This is an optimization exercise on Yosys and OpenROAD, whose aim is small area, a short achievable clock period and few clock cycles per item, not a production implementation. Where RTL was checked, it was by simulation tests only, not by an equivalence proof against the original.

==> inputs of 12-04 <==
==> flow/design.v <==
module multiplier(opA, opB, op_en, clk, rst, res, add, sub, done);
    input [31:0] opA, opB;
    input op_en, clk, rst;
    output reg [63:0] res;
    output reg [4:0] add, sub;
    output reg done;
    localparam K  = 4;                 
    localparam R  = K / 2;             
    localparam NG = (32 + K - 1) / K;  
    localparam CW = (NG > 1) ? $clog2(NG) : 1;
    localparam W  = 32 + K;            
    localparam [W-1:0] CLOW = (1 << W) - ((((1 << (2*R)) - 1) / 3) << 33);
    reg [31:0] A, B;
    reg swap;                          
    reg [CW-1:0] cnt;
    reg [R-1:0] neg, one, two;         
    function [K:0] win;
        input [31:0] x;
        input integer g;
        integer i, p;
        begin
            for (i = 0; i <= K; i = i + 1) begin
                p = K*g + i - 1;
                win[i] = (p < 0) ? 1'b0 : (p > 31) ? x[31] : x[p];
            end
        end
    endfunction
    function [3*R-1:0] enc;
        input [K:0] w;
        integer r;
        reg b0, b1, b2;
        begin
            for (r = 0; r < R; r = r + 1) begin
                b0 = w[2*r];
                b1 = w[2*r + 1];
                b2 = w[2*r + 2];
                enc[r]       = b2 & ~(b1 & b0);
                enc[R + r]   = b1 ^ b0;
                enc[2*R + r] = (b2 & ~b1 & ~b0) | (~b2 & b1 & b0);
            end
        end
    endfunction
    function [NG:1] fit;
        input [31:0] x;
        integer i;
        begin
            for (i = 1; i <= NG; i = i + 1)
                fit[i] = (K*i - 1 >= 31) ? 1'b1 :
                         (&($signed(x) >>> (K*i - 1))) | ~(|($signed(x) >>> (K*i - 1)));
        end
    endfunction
    wire [NG:1] fA = fit(opA), fB = fit(opB);
    wire sw = |(fA & ~fB);             
    wire [NG:1] fM = fA | fB;
    reg  [CW-1:0] start;
    reg  [K:0] wA, wB;
    integer i;
    always @(*) begin
        start = {CW{1'b0}};
        wA = win(opA, 0);
        wB = win(opB, 0);
        for (i = 1; i < NG; i = i + 1)
            if (!fM[i]) begin
                start = i;
                wA = win(opA, i);
                wB = win(opB, i);
            end
    end
    reg [K:0] nA, nB;
    integer g;
    always @(*) begin
        nA = win(A, 0);
        nB = win(B, 0);
        for (g = 1; g < NG - 1; g = g + 1)
            if (cnt == g + 1) begin
                nA = win(A, g);
                nB = win(B, g);
            end
    end
    wire [K:0] nY = swap ? nA : nB;
    wire [31:0] X = swap ? B : A;      
    reg [W+1:0] low;                   
    reg [33:0] mag, pp;
    integer r;
    always @(*) begin
        low = {res[31:0], {K{1'b0}}} + CLOW;
        for (r = 0; r < R; r = r + 1) begin
            mag = two[r] ? {X[31], X, 1'b0} : one[r] ? {{2{X[31]}}, X} : 34'd0;
            pp = neg[r] ? ~mag : mag;
            low = low + ({~pp[33], pp[32:0]} << (2*r)) + (neg[r] << (2*r));
        end
    end
    wire [63-W:0] hi  = res[63-K:32];
    wire [63-W:0] hin = (low[W+1:W] == 2'd0) ? hi - 1'b1 :
                        (low[W+1:W] == 2'd1) ? hi : hi + 1'b1;
    wire [31:0] tr = B ^ {B[30:0], 1'b0};
    reg [2:0] c4 [0:7];
    reg [5:0] nt;
    integer t;
    always @(*) begin
        for (t = 0; t < 8; t = t + 1)
            c4[t] = tr[4*t] + tr[4*t+1] + tr[4*t+2] + tr[4*t+3];
        nt = ((c4[0] + c4[1]) + (c4[2] + c4[3])) + ((c4[4] + c4[5]) + (c4[6] + c4[7]));
    end
    always @(posedge clk) begin
        add <= nt[5:1];
        sub <= nt[5:1] + nt[0];
        if (rst) begin
            done <= 1'b1;
        end else if (op_en) begin
            done <= 1'b0;
            A <= opA;
            B <= opB;
            swap <= sw;
            cnt <= start;
            {two, one, neg} <= enc(sw ? wA : wB);
            res <= 64'd0;
        end else if (!done) begin
            res <= {hin, low[W-1:0]};
            {two, one, neg} <= enc(nY);
            cnt <= cnt - 1'b1;
            if (cnt == 0) done <= 1'b1;
        end
    end
endmodule
==> flow/run.sh <==
#!/bin/bash
# synth_recipe.tcl (not shown) runs the flow's synth.tcl, then flattens the netlist and writes it again
# the make line also repeats each setting of config.mk as NAME=value (left out here)
make -C /OpenROAD-flow-scripts/flow DESIGN_CONFIG=/design/flow/config.mk WORK_HOME=/design/flow/orfs CLKGATE_MAP_FILE= SYNTH_SCRIPT=/design/flow/synth_recipe.tcl finish
==> flow/config.mk <==
export PLATFORM = sky130hd
export DESIGN_NAME = multiplier
export DESIGN_NICKNAME = multiplier
export VERILOG_FILES = /design/flow/design.v
export SDC_FILE = /design/flow/constraint.sdc
export NUM_CORES = 4
export LEC_CHECK = 0
export ABC_CLOCK_PERIOD_IN_PS = 2500
export CAP_MARGIN = 20
export CORE_MARGIN = 2
export CORE_UTILIZATION = 40
export PLACE_DENSITY = 0.6
export SETUP_SLACK_MARGIN = 3
export SLEW_MARGIN = 20
==> flow/constraint.sdc <==
create_clock -name core_clock -period 8.0 [get_ports {clk}]
set_input_delay 1.6000 -clock core_clock [delete_from_list [all_inputs] [get_ports {clk}]]
set_output_delay 1.6000 -clock core_clock [all_outputs]
set_load 0.01 [all_outputs]
==> 05-21 (differences from 12-04) <==
==> flow/design.v, changed modules only <==
module multiplier(opA, opB, op_en, clk, rst, res, add, sub, done);
    input [31:0] opA, opB;
    input op_en, clk, rst;
    output reg [63:0] res;
    output reg [4:0] add, sub;
    output reg done;
    localparam K  = 4;                
    localparam R  = K / 2;            
    localparam NG = (32 + K - 1) / K;  
    localparam CW = (NG > 1) ? $clog2(NG) : 1;
    reg [31:0] A, B;
    reg [CW-1:0] cnt;
    reg [R-1:0] neg, one, two;        
    function [NG*K:0] ext;
        input [31:0] x;
        integer i;
        begin
            for (i = 0; i <= NG*K; i = i + 1)
                ext[i] = (i == 0) ? 1'b0 : (i - 1 < 32) ? x[i-1] : x[31];
        end
    endfunction
    function [3*R-1:0] enc;
        input [NG*K:0] e;
        input integer g;
        integer r;
        reg b0, b1, b2;
        begin
            for (r = 0; r < R; r = r + 1) begin
                b0 = e[g*K + 2*r];
                b1 = e[g*K + 2*r + 1];
                b2 = e[g*K + 2*r + 2];
                enc[r]       = b2 & ~(b1 & b0);            
                enc[R + r]   = b1 ^ b0;                    
                enc[2*R + r] = (b2 & ~b1 & ~b0) | (~b2 & b1 & b0);  
            end
        end
    endfunction
    wire [NG*K:0] eB = ext(opB);
    reg  [NG:1] fits;                 
    reg  [CW-1:0] start;
    reg  [3*R-1:0] ctl0;
    integer i;
    always @(*) begin
        for (i = 1; i <= NG; i = i + 1)
            fits[i] = (K*i - 1 >= 31) ? 1'b1 :
                      (&($signed(opB) >>> (K*i - 1))) | ~(|($signed(opB) >>> (K*i - 1)));
        start = {CW{1'b0}};
        ctl0 = enc(eB, 0);
        for (i = 1; i < NG; i = i + 1)
            if (!fits[i]) begin
                start = i;
                ctl0 = enc(eB, i);
            end
    end
    wire [NG*K:0] eBr = ext(B);
    reg [3*R-1:0] ctln;
    integer g;
    always @(*) begin
        ctln = enc(eBr, 0);
        for (g = 0; g < NG; g = g + 1)
            if (cnt == g + 1) ctln = enc(eBr, g);
    end
    reg signed [63:0] acc;
    reg [33:0] mag, pp;
    integer r;
    always @(*) begin
        acc = res << K;
        for (r = 0; r < R; r = r + 1) begin
            mag = two[r] ? {A[31], A, 1'b0} : one[r] ? {{2{A[31]}}, A} : 34'd0;
            pp = neg[r] ? ~mag : mag;
            acc = acc + ({{30{pp[33]}}, pp} << (2*r)) + (neg[r] << (2*r));
        end
    end
    wire [31:0] tr = B ^ {B[30:0], 1'b0};
    reg [5:0] nt;
    integer t;
    always @(*) begin
        nt = 6'd0;
        for (t = 0; t < 32; t = t + 1)
            nt = nt + tr[t];
    end
    always @(posedge clk) begin
        add <= nt[5:1];
        sub <= nt[5:1] + nt[0];
        if (rst) begin
            done <= 1'b1;
        end else if (op_en) begin
            done <= 1'b0;
            A <= opA;
            B <= opB;
            cnt <= start;
            {two, one, neg} <= ctl0;
            res <= 64'd0;
        end else if (!done) begin
            res <= acc;
            {two, one, neg} <= ctln;
            cnt <= cnt - 1'b1;
            if (cnt == 0) done <= 1'b1;
        end
    end
endmodule
- SETUP_SLACK_MARGIN: 3 -> 5
==> 01-11 (differences from 12-04) <==
- SETUP_SLACK_MARGIN: 3 -> 5
==> 05-16 (differences from 12-04) <==
==> flow/design.v, changed modules only <==
module multiplier(opA, opB, op_en, clk, rst, res, add, sub, done);
    input [31:0] opA, opB;
    input op_en, clk, rst;
    output reg [63:0] res;
    output reg [4:0] add, sub;
    output reg done;
    reg [5:0] index;
    reg signed [63:0] A;
    reg signed [64:0] B;
    always @(posedge clk) begin
        if(rst == 1'b1) begin
            done <= 1'b1;
            index <= 6'd0;
            sub <= 5'd0;
            add <= 5'd0;
            res <= 64'd0;
            A <= 64'd0;
            B <= 65'd0;
        end
        else if(op_en == 1) begin
            done <= 1'b0;
            index <= 6'd1;
            add <= 5'd0;
            sub <= 5'd0;
            res <= 64'd0;
            A <= $signed(opA);
            B[64:1] <= $signed(opB);
            B[0] <= 1'b0;
        end
        else if(done == 1'b0) begin
            if(B[index] != B[index-1]) begin
                if(B[index] == 1'b1) begin
                    res <= res - (A << (index-1));
                    sub <= sub + 5'd1;
                end
                else begin
                    res <= res + (A << (index-1));
                    add <= add + 5'd1;
                end
            end
            if (index == 6'd32 || (B >>> (index)) == 65'sd0 || ~(B >>> (index)) == 65'sd0) begin
                done <= 1'b1;
            end
            index <= index + 5'd1;
        end
    end
endmodule
- ABC_CLOCK_PERIOD_IN_PS: 2500 -> not set
- SETUP_SLACK_MARGIN: 3 -> not set
==> impl_metrics.ini <==
[run_status]
status = no timing/DRC/antenna violations

[drt]
wl_per_cell_um = 20.90

[logic_synthesis]
synth.top_cells.by_area = sky130_fd_sc_hd__edfxtp_1 31%, sky130_fd_sc_hd__ha_1 8.8%, sky130_fd_sc_hd__fa_1 8.2%

[setup_path]
r2r_slack_ns = 2.76

[layout]
final.signal_inverter_count = 68
-- figures above: 01-11

==> impl_metrics.ini <==
[layout]
final.signal_inverter_count = 68
multi_input_gates = 1033

[logic_synthesis]
synth.top_cells.by_area = sky130_fd_sc_hd__edfxtp_1 31%, sky130_fd_sc_hd__ha_1 8.8%, sky130_fd_sc_hd__fa_1 8.2%
postSynth.asyncResetShare_pct = 0

[drt]
wl_per_cell_um = 20.87

[run_status]
status = no timing/DRC/antenna violations

[floorplan]
design.die.area_sq_um = 34390
-- figures above: 12-04

==> impl_metrics.ini <==
[setup_path]
r2r_slack_ns = 2.74

[logic_synthesis]
synth.top_cells.by_area = sky130_fd_sc_hd__edfxtp_1 28%, sky130_fd_sc_hd__ha_1 12%, sky130_fd_sc_hd__fa_1 11%

[run_status]
status = no timing/DRC/antenna violations

[layout]
final.signal_inverter_count = 201

[drt]
wl_per_cell_um = 20.66
-- figures above: 05-21

==> impl_metrics.ini <==
[run_status]
status = no timing/DRC/antenna violations

[layout]
final.signal_inverter_count = 24

[logic_synthesis]
commonest_cells_post_synth = 271 x sky130_fd_sc_hd__nand2_1, 222 x sky130_fd_sc_hd__nor2_1, 190 x sky130_fd_sc_hd__a21oi_1, 145 x sky130_fd_sc_hd__dfxtp_1, 118 x sky130_fd_sc_hd__mux2i_1
synth.top_cells.by_area = sky130_fd_sc_hd__dfxtp_1 18%, sky130_fd_sc_hd__mux4_2 8.8%, sky130_fd_sc_hd__mux2i_1 7.5%

[floorplan]
tap_cells = 518

[setup_path]
r2r_slack_ns = 0.52
critPathLaunch = index[2]$_SDFFE_PP0N_
-- figures above: 05-16

Testbench counts of 05-16, summed over its fixed seeds: cycles 30,544, ops 1,600.
The RTL of 12-04, 05-21 and 01-11 was laid out without a check of its function.

re-timing with driven ports:
The results above use ideal ports. As a check the final layouts listed here were re-extracted and re-timed, cells and wires unchanged.
Step 1, drivers: a clkbuf_16 drives clk and a buf_2 each remaining input, both assumed.
Step 2, shift: input delay + t, output delay - t, t = (earliest + latest rising clock arrival at the registers) / 2. This alone moves slack from input paths to output paths.
a / b / c = ideal / step 1 / step 2; a / b = the first two.
run	shift t [ns]	setup slack, ns	latest minus earliest clock arrival (ns)	slew at the worst register clock pin (ns)
12-04	0.484	2.758 / 2.758 / 2.555	0.015 / 0.016	0.08 / 0.08
05-21	0.506	2.745 / 2.745 / 2.745	0.019 / 0.019	0.08 / 0.08
01-11	0.507	2.763 / 2.763 / 2.763	0.012 / 0.012	0.07 / 0.07
05-16	0.514	0.516 / 0.516 / 0.516	0.014 / 0.015	0.08 / 0.08
After both steps setup and hold are still met in every run listed. The setup slack of 12-04, which loses most, moves by 0.000 ns with the drivers and by -0.203 ns with both steps.
